From an optimization exercise on the open Yosys and OpenROAD flow, aimed at small area and a short achievable clock period; shortcuts taken in it are not production practice.
Where RTL was checked, it was by simulation tests only, not by an equivalence proof against the original.
No activity file was given, so power comes from the tool's default toggle rates.

## south
==> module ALU_add, before the edit <==
module ALU_add (
    input  [63:0] X,
    input  [63:0] Y,
    input         cin,
    output [63:0] Out,
    output        Z
);
    wire [63:0] p = X ^ Y;
    wire [63:0] g0 = X & Y;
    wire [63:0] g = {g0[63:1], g0[0] | (p[0] & cin)};
    localparam LV = 6;
    wire [63:0] gg [0:LV];
    wire [63:0] pp [0:LV];
    assign gg[0] = g;
    assign pp[0] = p;
    genvar l, j;
    generate
        for (l = 0; l < LV; l = l + 1) begin : lvl
            for (j = 0; j < 64; j = j + 1) begin : node
                if ((j >> l) & 1) begin : comb
                    localparam integer SRC = ((j >> l) << l) - 1;
                    assign gg[l+1][j] = gg[l][j] | (pp[l][j] & gg[l][SRC]);
                    assign pp[l+1][j] = pp[l][j] & pp[l][SRC];
                end else begin : pass
                    assign gg[l+1][j] = gg[l][j];
                    assign pp[l+1][j] = pp[l][j];
                end
            end
        end
    endgenerate
    assign Out = p ^ {gg[LV][62:0], cin};
    wire [63:0] t = X | Y;
    assign Z = &(p ~^ {t[62:0], cin});
endmodule
Settings: LEC_CHECK=0, CAP_MARGIN=20, CORE_MARGIN=2, CORE_UTILIZATION=40, SETUP_SLACK_MARGIN=3.7, SLEW_MARGIN=20, SYNTH_HIERARCHICAL=1, SYNTH_MINIMUM_KEEP_SIZE=0; clock period 6.5 ns.
standard.sh (not shown) runs the stock make flow with config.mk's settings and CLKGATE_MAP_FILE= SYNTH_SCRIPT=/design/flow/synth_recipe.tcl, a recipe that flattens the netlist after the stock synthesis.
==> flow/flow/run.sh <==
#!/bin/bash
# The standard layout (standard.sh), with these changes to synthesis and
# placement. Registers and their names are the standard synthesis's.
#  - synthesis keeps the modules apart (SYNTH_HIERARCHICAL in config.mk) and
#    abc maps each module with its own script, flow/abc_<module>.script
#    (flow/abc.script for any other module), each with its own delay target;
#    the design is flattened afterwards as in the standard synthesis;
#  - full/half adder cells are not extracted (abc maps that logic too);
#  - the port buffers start as buf_1 cells (the resizer sizes them up where
#    timing needs it).
# make's output goes to flow.log; ORFS keeps each step's log under orfs/logs.
set -euo pipefail
W=$PWD
export ADDER_MAP_FILE=
export BUFFER_PORTS_ARGS="-buffer_cell sky130_fd_sc_hd__buf_1"
{
  head -n 1 synth_recipe.tcl
  cat <<EOT
proc abc {args} {
  set i [lsearch -exact \$args -script]
  set mods [split [string trim [tee -q -s result.string select -list-mod =*]] "\n"]
  set done {}
  foreach f [glob -nocomplain $W/flow/abc_*.script] {
    set m [string range [file rootname [file tail \$f]] 4 end]
    if {[lsearch -exact \$mods \$m] < 0} { continue }
    set a \$args
    lset a [expr {\$i + 1}] \$f
    yosys abc {*}\$a =\$m
    lappend done \$m
  }
  set rest [list]
  foreach m \$mods { if {[lsearch -exact \$done \$m] < 0} { lappend rest =\$m } }
  if {[llength \$rest]} {
    set a \$args
    lset a [expr {\$i + 1}] $W/flow/abc.script
    yosys abc {*}\$a {*}\$rest
  }
}
EOT
  tail -n +2 synth_recipe.tcl
} > my_synth.tcl
sed "s#SYNTH_SCRIPT=[^ ]*#SYNTH_SCRIPT=$W/my_synth.tcl#" standard.sh > my_standard.sh
grep -q "SYNTH_SCRIPT=$W/my_synth.tcl" my_standard.sh
bash my_standard.sh > flow.log 2>&1
==> flow/flow/abc.script <==
strash
dch
map
topo
buffer
upsize
dnsize
==> flow/flow/abc_ALU_add.script <==
strash
dch
map -D 2000
topo
buffer
upsize -D 2000
dnsize -D 2000
==> flow/flow/abc_ALU_decode.script <==
strash
dch
map -D 300
topo
buffer
upsize -D 300
dnsize -D 300
==> flow/flow/abc_ALU_operands.script <==
strash
dch
map -D 1200
topo
buffer
upsize -D 1200
dnsize -D 1200
==> flow/flow/abc_ALU_slice.script <==
&get -n
&st
&dch
&nf -a
&put
Input changes introduced in north (baseline for comparison: south):
==> flow/design.v, changed modules only <==
module ALU_add (
    input  [63:0] X,
    input  [63:0] Y,
    input         cin,
    output [63:0] Out,
    output        Z
);
    wire [63:0] p = X ^ Y;
    wire [63:0] g0 = X & Y;
    wire [63:0] g = {g0[63:1], g0[0] | (p[0] & cin)};
    localparam LV = 6;
    wire [63:0] ug [0:LV];
    wire [63:0] up [0:LV];
    assign ug[0] = g;
    assign up[0] = p;
    genvar l, j;
    generate
        for (l = 0; l < LV; l = l + 1) begin : ul
            for (j = 0; j < 64; j = j + 1) begin : un
                if ((j % (1 << (l + 1))) == (1 << (l + 1)) - 1) begin : comb
                    assign ug[l+1][j] = ug[l][j] | (up[l][j] & ug[l][j - (1 << l)]);
                    assign up[l+1][j] = up[l][j] & up[l][j - (1 << l)];
                end else begin : pass
                    assign ug[l+1][j] = ug[l][j];
                    assign up[l+1][j] = up[l][j];
                end
            end
        end
    endgenerate
    wire [63:0] dg [0:LV];
    assign dg[LV] = ug[LV];
    generate
        for (l = LV - 1; l >= 0; l = l - 1) begin : dl
            for (j = 0; j < 64; j = j + 1) begin : dn
                if (j >= (1 << (l + 1)) && (j % (1 << (l + 1))) == (1 << l) - 1) begin : comb
                    assign dg[l][j] = dg[l+1][j] | (up[l][j] & dg[l+1][j - (1 << l)]);
                end else begin : pass
                    assign dg[l][j] = dg[l+1][j];
                end
            end
        end
    endgenerate
    assign Out = p ^ {dg[0][62:0], cin};
    wire [63:0] t = X | Y;
    assign Z = &(p ~^ {t[62:0], cin});
endmodule
The global-route met1 utilization was comparable across south and north. In north the area taken by multi-input logic gates turned out about 0.4% lower than in south. north completed; timing, DRC and antenna clean. south completed; timing, DRC and antenna clean. Power share of the clock group was higher in south than in north. The met2 routing resource usage after global routing of north is lower than that of south. south has lower register share of the cell area than north. Higher number of cell rows goes to south over north.
Only the layout flow was run in north; the RTL was not checked for function there.

[port drivers added, routing unchanged]
The results above use ideal ports. As a check the final layouts listed here were re-extracted and re-timed, cells and wires unchanged.
Step 1 sets driving cells, clkbuf_16 on the clock port and buf_2 on the other inputs (assumed; they add their load-dependent delay and slew).
Step 2 adds t to the input delays and takes it off the output delays; t is the mean of the earliest and latest rising clock arrival at the registers after step 1. Input paths then give back, and output paths get back, about the clock's delay inside the block.
a / b / c = ideal / step 1 / step 2; a / b = the first two.
| run | t, ns | setup slack, ns | worst data-port slew with drivers (ns) |
|---|---|---|---|
| south | 0.478 | 3.830 / 3.830 / 3.381 | 0.07 |
| north | 0.475 | 3.676 / 3.676 / 3.401 | 0.07 |
After both steps every run listed still meets setup and hold. The setup slack of south, which loses most, moves by 0.000 ns with the drivers and by -0.449 ns with both steps.
